This design comes from an exercise in tuning for a short achievable clock period and few clock cycles on the open sky130 flow, not from production work.
Only simulation tests tie the RTL to the original design; equivalence was not proved.
Power and IR drop assume default switching activity.

==> design/flow/design.v <==
module nr_mcu(clk, enable, code_addr, code_din, emif_addr, emif_wr_n, emif_rd_n, emif_din, emif_dout);
   input            clk;
   input            enable;
   output [15:0]    code_addr;
   input [39:0]     code_din;
   output [31:0]    emif_addr;
   reg [31:0]       emif_addr;
   output           emif_wr_n;
   reg              emif_wr_n;
   output           emif_rd_n;
   reg              emif_rd_n;
   output [31:0]    emif_din;
   reg [31:0]       emif_din;
   input [31:0]     emif_dout;
   localparam K_READ = 0, K_WRITE = 1, K_IREAD = 2, K_IWRITE = 3, K_SET = 4,
              K_ADD = 5, K_AND = 6, K_OR = 7, K_XOR = 8, K_SHL = 9, K_SHR = 10,
              K_SHL4 = 11, K_SHR4 = 12, K_DELAY = 13;
   localparam NK = 14;
   reg [15:0]       pc_f;
   reg              d_v;
   reg [15:0]       d_pc;
   reg [15:0]       d_pc1;
   reg              hold;
   reg              hold_jcc;
   reg              halted;
   reg [15:0]       bk1, bk2, bk3, bk4;
   reg              push_p, pop_p;
   reg [15:0]       push_v;
   reg              r_v;
   reg [NK-1:0]     r_k;
   reg [31:0]       r_dat;
   reg              r_datz;
   reg [31:0]       r_sel;           
   reg              r_started;
   reg              e_v;
   reg [NK-1:0]     e_k;
   reg [31:0]       e_dat;
   reg              e_datz;
   reg [31:0]       e_sel;
   reg [31:0]       e_opnd;
   reg              e_opz;
   reg              e_started;
   reg [31:0]       R0;
   reg              R0z;              
   reg              r0p;              
   reg [31:0]       regs [0:31];
   reg              b_rd, b_wr;
   reg [3:0]        bc;
   reg              f_idle;           
   reg              f_free;           
   reg              f_rdd;            
   reg              f_free1;          
   reg              f_idle1;          
   reg [31:0]       dly;
   reg              dly0, dly1, dly2, dly3;    
   assign code_addr = pc_f;
   wire [7:0]  op_d = code_din[39:32];
   wire d_jmp  = (op_d == 8'h11);
   wire d_jeq  = (op_d == 8'h12);
   wire d_jne  = (op_d == 8'h13);
   wire d_call = (op_d == 8'h51);
   wire d_ret  = (op_d == 8'h52);
   wire d_jcc  = d_jeq | d_jne;
   wire [NK-1:0] d_k;
   assign d_k[K_READ]   = (op_d == 8'h01);
   assign d_k[K_WRITE]  = (op_d == 8'h02);
   assign d_k[K_IREAD]  = (op_d == 8'h21);
   assign d_k[K_IWRITE] = (op_d == 8'h22);
   assign d_k[K_SET]    = (op_d == 8'h23);
   assign d_k[K_ADD]    = (op_d == 8'h31);
   assign d_k[K_AND]    = (op_d == 8'h32);
   assign d_k[K_OR]     = (op_d == 8'h33);
   assign d_k[K_XOR]    = (op_d == 8'h34);
   assign d_k[K_SHL]    = (op_d == 8'h35);
   assign d_k[K_SHR]    = (op_d == 8'h36);
   assign d_k[K_SHL4]   = (op_d == 8'h37);
   assign d_k[K_SHR4]   = (op_d == 8'h38);
   assign d_k[K_DELAY]  = (op_d == 8'h41);
   wire d_data = |d_k;
   wire d_ctl  = d_jmp | d_jcc | d_call | d_ret;
   wire e_acc      = e_k[K_READ] | e_k[K_WRITE];
   wire e_alu      = e_k[K_ADD] | e_k[K_AND] | e_k[K_OR] | e_k[K_XOR] |
                     e_k[K_SHL] | e_k[K_SHR] | e_k[K_SHL4] | e_k[K_SHR4];
   wire e_needr0   = e_k[K_WRITE] | e_k[K_IWRITE] | e_alu;
   wire e_start    = e_v & e_acc & ~e_started & f_free & dly1 & ~(e_k[K_WRITE] & r0p);
   wire e_dly_go   = e_v & e_k[K_DELAY] & f_idle & dly0;
   wire e_go       = e_v & ((e_k[K_READ] & (e_started | e_start)) |
                            (e_k[K_WRITE] & e_start) |
                            e_dly_go |
                            (~e_acc & ~e_k[K_DELAY] & ~(e_needr0 & r0p)));
   wire e_free     = ~e_v | e_go;
   wire r_adv      = r_v & e_free;
   wire r_free     = ~r_v | e_free;
   wire e_kill     = e_v & (e_k[K_SET] | e_k[K_IREAD]);
   wire e_rdfin    = e_v & e_k[K_READ] & (e_started | e_start);
   wire r_acc      = r_k[K_READ] | r_k[K_WRITE];
   wire e_wait     = e_v & ((e_acc & ~e_started) | e_k[K_DELAY]);
   wire r_start    = r_v & r_k[K_READ] & ~r_started & f_free & dly1 & ~e_wait;
   wire older_wait = (r_v & ((r_acc & ~r_started) | r_k[K_DELAY])) | e_wait;
   wire d_start_ok = f_free & dly1 & ~older_wait & ~halted;
   wire gn_e = e_v & ((e_needr0 & r0p & f_rdd) |
                      (e_acc & ~e_started & dly2 & f_free1) |
                      (e_k[K_DELAY] & dly1 & f_idle1));
   wire r_wr0  = r_k[K_READ] | r_k[K_IREAD] | r_k[K_SET] | r_k[K_ADD] | r_k[K_AND] |
                 r_k[K_OR] | r_k[K_XOR] | r_k[K_SHL] | r_k[K_SHR] | r_k[K_SHL4] | r_k[K_SHR4];
   wire [31:0] a_x = R0 ^ e_opnd;
   wire [31:0] a_o = R0 | e_opnd;
   wire addz   = ~a_x[0] & (a_x[31:1] == a_o[30:0]);
   wire e_z    = (e_k[K_SET]  & e_datz) |
                 (e_k[K_IREAD] & e_opz) |
                 (e_k[K_ADD]  & addz) |
                 (e_k[K_AND]  & ((R0 & e_opnd) == 32'd0)) |
                 (e_k[K_OR]   & R0z & e_opz) |
                 (e_k[K_XOR]  & (a_x == 32'd0)) |
                 (e_k[K_SHL]  & (R0[30:0] == 31'd0)) |
                 (e_k[K_SHR]  & (R0[31:1] == 31'd0)) |
                 (e_k[K_SHL4] & (R0[27:0] == 28'd0)) |
                 (e_k[K_SHR4] & (R0[31:4] == 28'd0));
   wire sel_r  = r_v & r_wr0;
   wire sel_e  = ~sel_r & e_v & (e_k[K_SET] | e_k[K_IREAD] | e_alu | e_k[K_READ]);
   wire sel_n  = ~sel_r & ~sel_e;
   wire zres   = (sel_r & r_k[K_SET]) |
                 (sel_e & (e_k[K_SET] | e_k[K_IREAD] | (e_alu & ~r0p))) |
                 (sel_n & ~r0p);
   wire zval   = (sel_r & r_datz) | (sel_e & e_z) | (sel_n & R0z);
   wire d_take  = d_v & (d_jmp | d_call | d_ret | (d_jeq & zres & zval) | (d_jne & zres & ~zval));
   wire d_stall = d_v & ((d_data & ~r_free) | (d_jcc & ~zres));
   wire d_halt  = d_v & ~d_data & ~d_ctl;
   wire d_tor   = d_v & d_data & r_free;       
   wire d_start = d_tor & d_k[K_READ] & d_start_ok;
   wire r_unres = r_k[K_READ] | (r_wr0 & ~r_k[K_SET]);
   wire r0p_n = (r0p & ~f_rdd) | e_rdfin;
   wire go_j = r_adv ? (r_k[K_SET] | r_k[K_IREAD] | (~r_k[K_READ] & ~r0p_n)) :
               (~(r_v & r_unres) & ~(e_v & e_k[K_READ] & ~e_go) & ~r0p_n);
   wire go_e = ~r_v | r_adv | gn_e;
   wire go_n = hold_jcc ? go_j : go_e;
   wire [15:0] pc_f1  = pc_f + 16'd1;
   always @(posedge clk) begin
      d_pc <= pc_f;
      d_pc1 <= pc_f1;
   end
   always @(posedge clk) begin
      if (~enable) begin
         pc_f <= 16'd0;
         d_v <= 1'b0;
         hold <= 1'b0;
         hold_jcc <= 1'b0;
         halted <= 1'b0;
      end else if (halted | d_halt) begin
         halted <= 1'b1;
         d_v <= 1'b0;
      end else if (d_take) begin
         pc_f <= d_ret ? bk1 : code_din[15:0];
         d_v <= 1'b0;
         hold <= 1'b0;
      end else if (d_stall) begin
         if (hold) begin
            d_v <= 1'b1;
            pc_f <= go_n ? pc_f1 : pc_f;
            hold <= ~go_n;
         end else begin
            pc_f <= d_pc;
            d_v <= 1'b0;
            hold <= 1'b1;
            hold_jcc <= d_jcc;
         end
      end else if (d_v) begin
         if (hold) begin
            d_v <= 1'b0;
            pc_f <= d_pc1;
            hold <= 1'b0;
         end else begin
            d_v <= 1'b1;
            pc_f <= pc_f1;
         end
      end else begin
         d_v <= 1'b1;
         if (hold) begin
            pc_f <= go_n ? pc_f1 : pc_f;
            hold <= ~go_n;
         end else
            pc_f <= pc_f1;
      end
   end
   always @(posedge clk) begin
      push_p <= enable & ~halted & d_take & d_call;
      pop_p  <= enable & ~halted & d_take & d_ret;
      push_v <= d_pc1;
      if (push_p) begin
         bk1 <= push_v;
         bk2 <= bk1;
         bk3 <= bk2;
         bk4 <= bk3;
      end else if (pop_p) begin
         bk1 <= bk2;
         bk2 <= bk3;
         bk3 <= bk4;
      end
   end
   integer i;
   always @(posedge clk) begin
      if (~enable)
         r_v <= 1'b0;
      else if (r_free)
         r_v <= d_tor & ~halted;
      if (~enable)
         r_started <= 1'b0;
      else if (r_free)
         r_started <= d_start;
      else if (r_start)
         r_started <= 1'b1;
      if (r_free) begin
         r_k <= d_k;
         r_dat <= code_din[31:0];
         r_datz <= (code_din[31:0] == 32'd0);
         for (i = 0; i < 32; i = i + 1)
            r_sel[i] <= (code_din[4:0] == i);
      end
   end
   reg [31:0] r_rd;
   always @(*) begin
      r_rd = 32'd0;
      for (i = 0; i < 32; i = i + 1)
         r_rd = r_rd | ({32{r_sel[i]}} & regs[i]);
   end
   wire r_fwd = e_v & e_k[K_IWRITE] & (e_dat[4:0] == r_dat[4:0]);
   wire [31:0] r_opnd = r_fwd ? R0 : r_rd;
   always @(posedge clk) begin
      if (~enable) begin
         e_v <= 1'b0;
         e_started <= 1'b0;
      end else if (e_free) begin
         e_v <= r_v;
         e_started <= r_started | r_start;
      end else if (e_start)
         e_started <= 1'b1;
      if (e_free) begin
         e_k <= r_k;
         e_dat <= r_dat;
         e_datz <= r_datz;
         e_sel <= r_sel;
         e_opnd <= r_opnd;
         e_opz <= (r_opnd == 32'd0);
      end
   end
   wire e_w = e_kill | (e_v & e_alu & ~r0p);
   always @(posedge clk) begin
      if (~enable)
         r0p <= 1'b0;
      else if (e_rdfin)
         r0p <= 1'b1;
      else if (f_rdd | e_kill)
         r0p <= 1'b0;
      if (e_w) begin
         R0z <= e_z;
         if (e_k[K_SET])  R0 <= e_dat;
         else if (e_k[K_IREAD]) R0 <= e_opnd;
         else if (e_k[K_ADD])  R0 <= R0 + e_opnd;
         else if (e_k[K_AND])  R0 <= R0 & e_opnd;
         else if (e_k[K_OR])   R0 <= R0 | e_opnd;
         else if (e_k[K_XOR])  R0 <= R0 ^ e_opnd;
         else if (e_k[K_SHL])  R0 <= {R0[30:0], 1'b0};
         else if (e_k[K_SHR])  R0 <= {1'b0, R0[31:1]};
         else if (e_k[K_SHL4]) R0 <= {R0[27:0], 4'b0000};
         else                  R0 <= {4'b0000, R0[31:4]};
      end else if (r0p & f_rdd) begin
         R0 <= emif_dout;
         R0z <= (emif_dout == 32'd0);
      end
   end
   always @(posedge clk) begin
      for (i = 0; i < 32; i = i + 1)
         if (e_v & e_k[K_IWRITE] & ~r0p & e_sel[i])
            regs[i] <= R0;
   end
   always @(posedge clk) begin
      if (~enable) begin
         dly <= 32'd0;
         dly0 <= 1'b1;
         dly1 <= 1'b1;
         dly2 <= 1'b1;
         dly3 <= 1'b1;
      end else if (e_dly_go) begin
         dly <= e_dat;
         dly0 <= e_datz;
         dly1 <= (e_dat[31:1] == 31'd0);
         dly2 <= (e_dat[31:2] == 30'd0) & ~(e_dat[1] & e_dat[0]);
         dly3 <= (e_dat[31:2] == 30'd0);
      end else if (~dly0) begin
         dly <= dly - 32'd1;
         dly0 <= dly1;
         dly1 <= dly2;
         dly2 <= dly3;
         dly3 <= (dly[31:3] == 29'd0) & ~(dly[2] & (dly[1] | dly[0]));    
      end
   end
   wire b_start = e_start | r_start | d_start;
   always @(posedge clk) begin
      if (~enable) begin
         b_rd <= 1'b0;
         b_wr <= 1'b0;
         emif_rd_n <= 1'b1;
         emif_wr_n <= 1'b1;
         f_idle <= 1'b1;
         f_free <= 1'b1;
         f_rdd <= 1'b0;
         f_free1 <= 1'b1;
         f_idle1 <= 1'b1;
      end else if (b_start) begin
         emif_addr <= e_start ? e_dat : r_start ? r_dat : code_din[31:0];
         if (e_start & e_k[K_WRITE])
            emif_din <= R0;
         b_rd <= ~(e_start & e_k[K_WRITE]);
         b_wr <= e_start & e_k[K_WRITE];
         bc <= 4'd0;
         emif_rd_n <= 1'b1;
         emif_wr_n <= 1'b1;
         f_idle <= 1'b0;
         f_free <= 1'b0;
         f_rdd <= 1'b0;
         f_free1 <= 1'b0;
         f_idle1 <= 1'b0;
      end else if (b_rd) begin
         bc <= bc + 4'd1;
         emif_rd_n <= ~(bc <= 4'd7);
         if (bc == 4'd9)
            b_rd <= 1'b0;
         f_idle <= (bc == 4'd9);
         f_free <= (bc >= 4'd8);
         f_rdd <= (bc == 4'd7);
         f_free1 <= (bc >= 4'd7);
         f_idle1 <= (bc >= 4'd8);
      end else if (b_wr) begin
         bc <= bc + 4'd1;
         emif_wr_n <= ~(bc == 4'd3);
         if (bc == 4'd5)
            b_wr <= 1'b0;
         f_idle <= (bc == 4'd5);
         f_free <= (bc >= 4'd4);
         f_rdd <= 1'b0;
         f_free1 <= (bc >= 4'd3);
         f_idle1 <= (bc >= 4'd4);
      end else begin
         f_idle <= 1'b1;
         f_free <= 1'b1;
         f_rdd <= 1'b0;
         f_free1 <= 1'b1;
         f_idle1 <= 1'b1;
      end
   end
endmodule
==> design/flow/run.sh <==
#!/bin/bash
# synth_recipe.tcl (not shown) runs the flow's synth.tcl, then flattens the netlist and writes it again
# the make line also repeats each setting of config.mk as NAME=value (left out here)
make -C /OpenROAD-flow-scripts/flow DESIGN_CONFIG=/design/flow/config.mk WORK_HOME=/design/flow/orfs CLKGATE_MAP_FILE= SYNTH_SCRIPT=/design/flow/synth_recipe.tcl finish
==> design/flow/config.mk <==
export PLATFORM = sky130hd
export DESIGN_NAME = nr_mcu
export DESIGN_NICKNAME = nr_mcu
export VERILOG_FILES = /design/flow/design.v
export SDC_FILE = /design/flow/constraint.sdc
export NUM_CORES = 4
export LEC_CHECK = 0
export ABC_CLOCK_PERIOD_IN_PS = 2400
export CAP_MARGIN = 20
export CORE_MARGIN = 2
export CORE_UTILIZATION = 40
export SETUP_SLACK_MARGIN = 4.6
export SLEW_MARGIN = 20
==> design/flow/constraint.sdc <==
create_clock -name core_clock -period 7.0 [get_ports {clk}]
set_input_delay 1.4000 -clock core_clock [delete_from_list [all_inputs] [get_ports {clk}]]
set_output_delay 1.4000 -clock core_clock [all_outputs]
set_load 0.01 [all_outputs]
==> results of run 1 <==
area by class of cell:
type	instances	area, sq um
well taps	2030	2540
multi-input cells	2403	19300
fillers	12400	72900
diodes	5	12.5
clock buffers	185	3880
repair inverters	15	297
inverters	105	452
repair buffers	674	8080
flip-flops and latches	1499	43900
clock inverters	78	732
power groups by stage:
stage | sequential, uW | combinational (uW) | clock [uW]
floorplan | 9960 | 550 | 0
global placement | 10000 | 882 | 0
detailed placement | 10000 | 885 | 0
CTS | 9820 | 1190 | 7830
global route | 9830 | 1400 | 8180
finish | 9830 | 1360 | 7840
registers in the layout, indices dropped and copies added (netlist names), 4 cells and up:
signal,cells
bc,4
emif_addr,32
pc_f,16
regs,1024
d_pc,16
emif_din,32
bk3,16
push_v,16
r_dat,32
e_dat,32
e_opnd,32
e_k,14
r_k,14
R0,32
e_sel,32
dly,32
r_sel,32
bk1,16
bk4,16
bk2,16
d_pc1,16
per-stage QoR:
step           worst slack (ps)  utilization, %  total power, uW  instances
4_1_cts                    3720            50.7            18800       6889
6_report                   3550            52.1            19000       6994
2_1_floorplan              3040               -            10500       4221
5_1_grt                    3560            52.1            19400       6989
3_3_place_gp               1800            43.2            10900       6272
3_5_place_dp               1760            43.3            10900       6273
cells by family after synthesis:
logic type / synth area share [%]
flops: 71.5
compound gates: 12.6
simple gates: 7.60
buf+inv: 2.26
mux: 3.57
fa+ha+maj: 1.46
xor+xnor: 0.972
final timing paths:
| path | slack (ps) | endpoint | start |
|---|---|---|---|
| worst max-delay path | 3550 | pc_f[7] | R0[5] |
| worst min-delay path | 350 | push_v[8] | d_pc1[8] |
| worst max register to register | 3550 | pc_f[7] | R0[5] |
| worst min register to register | 350 | push_v[8] | d_pc1[8] |
layout by cell type, fill, tap and decap left out, types with 34 or more instances in the layout:
master	n
a21oi_1	128
a21oi_2	34
a221oi_1	60
a22o_1	69
a22oi_1	381
and2_4	59
buf_12	80
buf_2	63
buf_4	286
buf_6	91
bufbuf_16	45
clkbuf_1	34
clkbuf_16	154
clkdlybuf4s50_1	59
dfxtp_1	96
edfxtp_1	1380
inv_1	88
mux2_2	71
mux2i_1	123
nand2_1	187
nand3_1	91
nand4_1	85
nor2_1	185
nor4_1	35
nor4_4	36
o21ai_0	118
o21ai_1	39
xnor2_1	35
Yosys cell counts, types with 7 or more instances:
cell	n	area (sq um)
a211oi_1	34	255
a222oi_1	12	120
edfxtp_1	1380	41400
or2_2	9	56.3
clkbuf_1	213	800
nand3b_1	9	67.6
nor2b_1	22	138
nand3_1	103	515
buf_2	18	90.1
xnor2_1	38	333
o22ai_1	34	213
nand4_1	85	532
nor4_1	94	588
o31ai_1	10	75.1
nor3_1	39	195
a22oi_1	384	2880
inv_1	104	390
a21o_1	24	180
o211ai_1	16	120
o21ai_0	167	836
a31oi_1	15	93.8
nand2_1	201	754
and3_1	31	194
a311oi_1	8	70.1
buf_1	25	93.8
nor2_1	207	777
xor2_1	30	263
a221oi_1	78	683
nor3b_1	7	52.6
ha_1	70	876
dfxtp_1	119	2380
or3_1	15	93.8
nand2b_1	18	113
a21oi_1	175	876
mux2i_1	125	1250
a22o_1	69	604
and2_1	39	244
mux2_2	83	935
routing by layer:
metal / vias to the layer above / share of wire, % / GRT usage (%)
met5: - / 0.023 / 0
met2: 3951 / 43 / 46.2
met3: 851 / 14 / 8.79
met4: 10 / 6.9 / 16.6
met1: 23200 / 36 / 41.5
li1: 18100 / - / -
worst register-to-register path: stages (launching register included):
cell and delay, ps:
edfxtp_1 430, buf_12 160, buf_4 130, nor4_1 310
nand4_1 290, a211oi_2 410, a41oi_2 120, nand3_4 210
nor3_2 60, a21o_1 190, o31a_4 390, or4_4 560
o22ai_2 120
repair_timing:
item / CTS / global route
pin swaps: 196 / 119
buffers inserted: 258 / 82
cloned: 95 / 18
resized for setup: 1059 / 244
setup endpoints to repair: 1531 / 601
hold buffers: 0 / 0
==> results.ini, run 1 <==
[sta]
finalSetupViolCount=0
fin_crit_sh_pct=49.3
fmax_ghz=0.290
clock_skew_ps=32.4
slew_viol_final=0
timing.final.crit_period_ps=3450
slew_headroom_pct=25.2
tns_ps=0
rsz0062_at_grt=yes
hold_violations=0
fin_hold_ws_ps=349
tightest_slew_ps=1120

[place]
dp_hpwl_um=120000
dpl_cell_area_sq_mm=0.0658
io_buffer_count=155
gp_congestion=0.953

[run_status]
status=finished clean

[synth]
synthArstFlopShare_pct=0
yosys_warnings=2
synth_area_sq_mm=0.0613
synth.ff_latch_count=1499
synth_edf_count=1380
avgSynthCellArea_sq_um=14.5
syn_inst=4221
synthesis.nets=4366
yosys_most_used_dff=edfxtp_1
ys_types=89
yosysSeqAreaShare_pct=71.5

[power]
p_leak_uw=0.0271
switching_share_pct=23.1
power_density_mw_per_mm2=240
pwr-share-seq_pct=51.6
p_comb_share_pct=7.1
intPower_uw=14600
peakVddDrop_mv=0.264
switching_power_uw=4400
p_clk_share_pct=41.2

[critical_path]
path_class=flop to flop
path_buf_inv=2
cp-start-kind=flop
cpPeakStageDelay_ps=560
cp.arrival_ps=4180
worstPathMaxFanout=5
worstPathRequired_ps=7720
crit_family=simple AND/OR/NAND/NOR gates
cp_slowest_cell=or4_4
cp-end-kind=flop
crit_cells=12
rr_worst_depth=12
path_cells=buf_12 > buf_4 > nor4_1 > nand4_1 > a211oi_2 > a41oi_2 > nand3_4 > nor3_2 > a21o_1 > o31a_4 > or4_4 > o22ai_2

[drt]
via_count=46200
drtIter0Drc=8213
avgRoutedWirePerCell_um=36.5
postRouteWirelength_um=255000
drc_errors=0
ant_nets=0
firstDrtPassIters=8
avgViaCountPerCell=6.60

[run]
drv_cap=0

[clocking]
numCtsBuffers=146
clk_latency_ps=800
cts_htree_levels=4
clk_path_buf_depth=3
cts_tree=built
cts_root_buf=clkbuf_16
clk_pin_slew_ps=70
cts_sinks=1499

[floorplanning]
initial_core_util_pct=40.3
fp.dieW_um=395
die_h_um=395
coreArea_sq_mm=0.152
io_pins=156
rows=143
dieArea_sq_mm=0.156

[grt]
antenna_found_initial=11
gr-total-overflow=0
grt_util_all_layers_pct=31.2
grt_pass1_vias=42600
grt_max_degree=66
grt_pass1_wl_um=342000

[min_path]
hold_class=flop to flop
min_path_cells=0

[cells_and_area]
finish.net_count=4989
final_cell_area_sq_mm=0.0792
syn_to_final_growth_pct=29.3
drive_above_1_share_pct=28.3

Testbench counts, summed over its fixed seeds: cycles 60,100.
==> inputs of run 2 (changes only) <==
--- a/design/flow/config.mk
+++ b/design/flow/config.mk
@@ -7,7 +7,7 @@
 export LEC_CHECK = 0
-export ABC_CLOCK_PERIOD_IN_PS = 2400
+export ABC_CLOCK_PERIOD_IN_PS = 1500
 export CAP_MARGIN = 20
 export CORE_MARGIN = 2
-export CORE_UTILIZATION = 40
-export SETUP_SLACK_MARGIN = 4.6
+export CORE_UTILIZATION = 35
+export SETUP_SLACK_MARGIN = 4.4
 export SLEW_MARGIN = 20
==> results.ini, run 2 <==
[grt]
grt_util_all_layers_pct=27.1  ; was 31.2%
grt_pass1_wl_um=340000  ; was 342,000 um
antenna_found_initial=20  ; was 11
gr-total-overflow=0  ; unchanged
grt_pass1_vias=41800  ; was 42,600
grt_max_degree=66  ; unchanged

[cells_and_area]
fillers=15100  ; was 12,400
final_cell_mix=edfxtp_1, a22oi_1, buf_4, nand2_1, nor2_1  ; unchanged
finish.net_count=4941  ; was 4,989
syn_to_final_growth_pct=28.7  ; was 29.3%
fin_util_pct=45.4  ; was 52.1%
largest_reg_flops=1024  ; unchanged
drive_above_1_share_pct=27.0  ; was 28.3%
final_common_cell=edfxtp_1  ; unchanged
largest_register=regs  ; unchanged

[critical_path]
worstPathRequired_ps=7700  ; was 7720 ps
cp.arrival_ps=4080  ; was 4180 ps
cp-end-kind=flop  ; unchanged
cp-start-kind=flop  ; unchanged
worstPathMaxFanout=7  ; was 5
cp_slowest_cell=or4_1  ; was or4_4
path_class=flop to flop  ; unchanged
reg2reg_slack_ps=3620  ; was 3550 ps
cpPeakStageDelay_ps=540  ; was 560 ps
path_cells=buf_12 > inv_4 > ha_4 > xnor2_4 > nor4_4 > o2111a_1 > a41oi_2 > nand3_4 > nor3_2 > a21o_1 > o31a_4 > or4_1 > o22ai_1  ; was buf_12 > buf_4 > nor4_1 > nand4_1 > a211oi_2 > a41oi_2 > nand3_4 > nor3_2 > a21o_1 > o31a_4 > or4_4 > o22ai_2

[sta]
rsz0062_at_grt=yes  ; unchanged
fmax_ghz=0.296  ; was 0.290 GHz
finalSetupViolCount=0  ; unchanged
tns_ps=0  ; unchanged
finalWorstSetupSlack_ps=3620  ; was 3550 ps
fin_hold_ws_ps=349  ; about the same
hold_violations=0  ; unchanged
fin_crit_sh_pct=48.3  ; was 49.3%
tightest_slew_ps=930  ; was 1120 ps
slew_viol_final=0  ; unchanged
slew_headroom_pct=37.9  ; was 25.2%
clock_skew_ps=51.7  ; was 32.4 ps
timing.final.crit_period_ps=3380  ; was 3450 ps

[drt]
firstDrtPassIters=10  ; was 8
avgRoutedWirePerCell_um=35.4  ; was 36.5 um
postRouteWirelength_um=256000  ; was 255,000 um
ant_nets=0  ; unchanged
drtIter0Drc=8547  ; was 8,213
drc_errors=0  ; unchanged
via_count=46100  ; was 46,200
avgViaCountPerCell=6.36  ; was 6.60

[place]
io_buffer_count=155  ; unchanged
dp_slack_ps=1740  ; was 1760 ps
dp_hpwl_um=117000  ; was 120,000 um
gp_congestion=0.911  ; was 0.953

[clocking]
clk_path_buf_depth=3  ; unchanged
clk_pin_slew_ps=60  ; was 70 ps
cts_htree_levels=4  ; unchanged
ctsHoldBuffers=0  ; unchanged
cts_tree=built  ; unchanged
cts_sinks=1499  ; unchanged
numCtsBuffers=145  ; was 146
clk_latency_ps=830  ; was 800 ps
cts_root_buf=clkbuf_16  ; unchanged

[power]
switching_share_pct=23.5  ; was 23.1%
p_leak_uw=0.0269  ; was 0.0271 uW
intPower_uw=14600  ; about the same
p_total_uw=19100  ; was 19,000 uW
p_clk_share_pct=41.5  ; was 41.2%
peakVddDrop_mv=0.292  ; was 0.264 mV
pwr-share-seq_pct=51.3  ; was 51.6%
switching_power_uw=4500  ; was 4400 uW
p_comb_share_pct=7.2  ; was 7.1%
power_density_mw_per_mm2=243  ; was 240 mW/mm^2

[floorplanning]
initial_core_util_pct=35.3  ; was 40.3%
dieArea_sq_mm=0.178  ; was 0.156 sq mm
rows=153  ; was 143
die_h_um=422  ; was 395 um
io_pins=156  ; unchanged
fp.dieW_um=422  ; was 395 um
coreArea_sq_mm=0.174  ; was 0.152 sq mm

[min_path]
hold_class=flop to flop  ; unchanged

[synth]
yosysSeqAreaShare_pct=71.5  ; unchanged
avgSynthCellArea_sq_um=14.5  ; unchanged
synth_area_leaders=edfxtp_1, a22oi_1, dfxtp_1, mux2i_1, mux2_2  ; unchanged
synth_area_sq_mm=0.0613  ; unchanged
synthesis.nets=4366  ; unchanged
synth.ff_latch_count=1499  ; unchanged
yosysMostFrequentCell=edfxtp_1  ; unchanged
synth_edf_count=1380  ; unchanged
synthArstFlopShare_pct=0  ; unchanged
synth_common_cells=edfxtp_1, a22oi_1, clkbuf_1, nor2_1, nand2_1  ; unchanged
syn_inst=4221  ; unchanged
yosys_most_used_dff=edfxtp_1  ; unchanged
yosysTopAreaCell=edfxtp_1  ; unchanged
ys_types=89  ; unchanged
synth_top_area_share_pct=67.6  ; unchanged
yosys_warnings=2  ; unchanged

[run]
drv_cap=0  ; unchanged

[run_status]
status=finished clean  ; unchanged

==> run 2: cell counts after synthesis <==
No cell type changed its count.
==> run 2: layout make-up <==
class	count	area, sq um	area share [%]
diodes	5	12.5	0.0159
clock buffers	182	3830	4.85
clock inverters	85	867	1.10
inverters	105	445	0.565
multi-input cells	2393	19000	24.1
flip-flops and latches	1499	43900	55.6
well taps	2325	2910	3.69
repair buffers	642	7690	9.75
repair inverters	10	238	0.301
==> run 2: path summary, 6_finish.rpt <==
kind / from / depth (start not counted) / endpoint
worst min register to register: d_pc1[6] / 0 / push_v[6]
worst max-delay path: R0[4] / 13 / pc_f[7]
worst max register to register: R0[4] / 13 / pc_f[7]
worst min-delay path: d_pc1[6] / 0 / push_v[6]
==> run 2: cell families after synthesis <==
family / synth area share [%]
AO/OA/AOI/OAI: 12.6
flip-flops: 71.5
AND/OR/NAND/NOR: 7.60
adder cells (fa/ha/maj): 1.46
buffers and inverters: 2.26
XOR/XNOR: 0.972
multiplexers: 3.57
==> run 2: repair_timing <==
action,4_1_cts,5_1_grt
setup endpoints to repair,1488,1078
gates resized for setup,989,248
endpoints found under the hold margin,0,0
pin swaps,175,127
buffers inserted,244,65
gates cloned,81,25
==> run 2: critical path: cells and delay by family, from the launching register on <==
kind	cells	cell delay [ps]
DFF	1	440
buffers and inverters	2	230
xor gates and xnor gates	1	150
and+or+nand+nor	4	1090
AOI/OAI and AO/OA	5	1130
adders and majority gates	1	230
==> run 2: power groups by stage <==
stage          Clock (uW)  Combinational, uW  Sequential [uW]
6_report             7940               1370             9820
5_1_grt              8270               1400             9820
4_1_cts              7930               1210             9810
3_5_place_dp            0                901            10000
3_3_place_gp            0                902            10000
2_1_floorplan           0                543             9960
==> run 2: per-stage QoR <==
stage | instance area (sq um) | cells
6_report | 78900 | 7246
5_1_grt | 78900 | 7241
4_1_cts | 76900 | 7151
3_5_place_dp | 66000 | 6559
3_3_place_gp | 66000 | 6559
2_1_floorplan | 61600 | 4221
==> run 2: per-layer routing <==
layer / up-vias / wire [um] / GRT usage (%)
li1: 18000 / - / -
met3: 852 / 38400 / 8.63
met4: 14 / 15700 / 13.2
met1: 23200 / 93000 / 36.4
met2: 4003 / 109000 / 39.8
met5: - / 115 / 0

## static timing again, ports no longer ideal
The flow's constraints put no driver on any port. The routed layouts listed below were extracted and timed again, unchanged, in two steps. Step 1: set_driving_cell puts a clkbuf_16 on clk and a buf_2 on each other input, an assumption about the parent block. Step 2 adds t to the input delays and takes it off the output delays; t is the mean of the earliest and latest rising clock arrival at the registers after step 1. Input paths then give back, and output paths get back, about the clock's delay inside the block. Slacks: ideal ports / drivers / drivers and shift; pairs: ideal ports / drivers.
| run | shift t [ns] | setup WS [ns] | latest minus earliest clock arrival (ns) |
|---|---|---|---|
| run 1 | 0.867 | 3.549 / 3.549 / 2.773 | 0.035 / 0.035 |
| run 2 | 0.879 | 3.616 / 3.616 / 2.804 | 0.054 / 0.054 |
After both steps setup and hold are still met in every run listed. For run 2, which loses most, drivers alone change the setup slack by 0.000 ns; drivers and shift together by -0.812 ns.
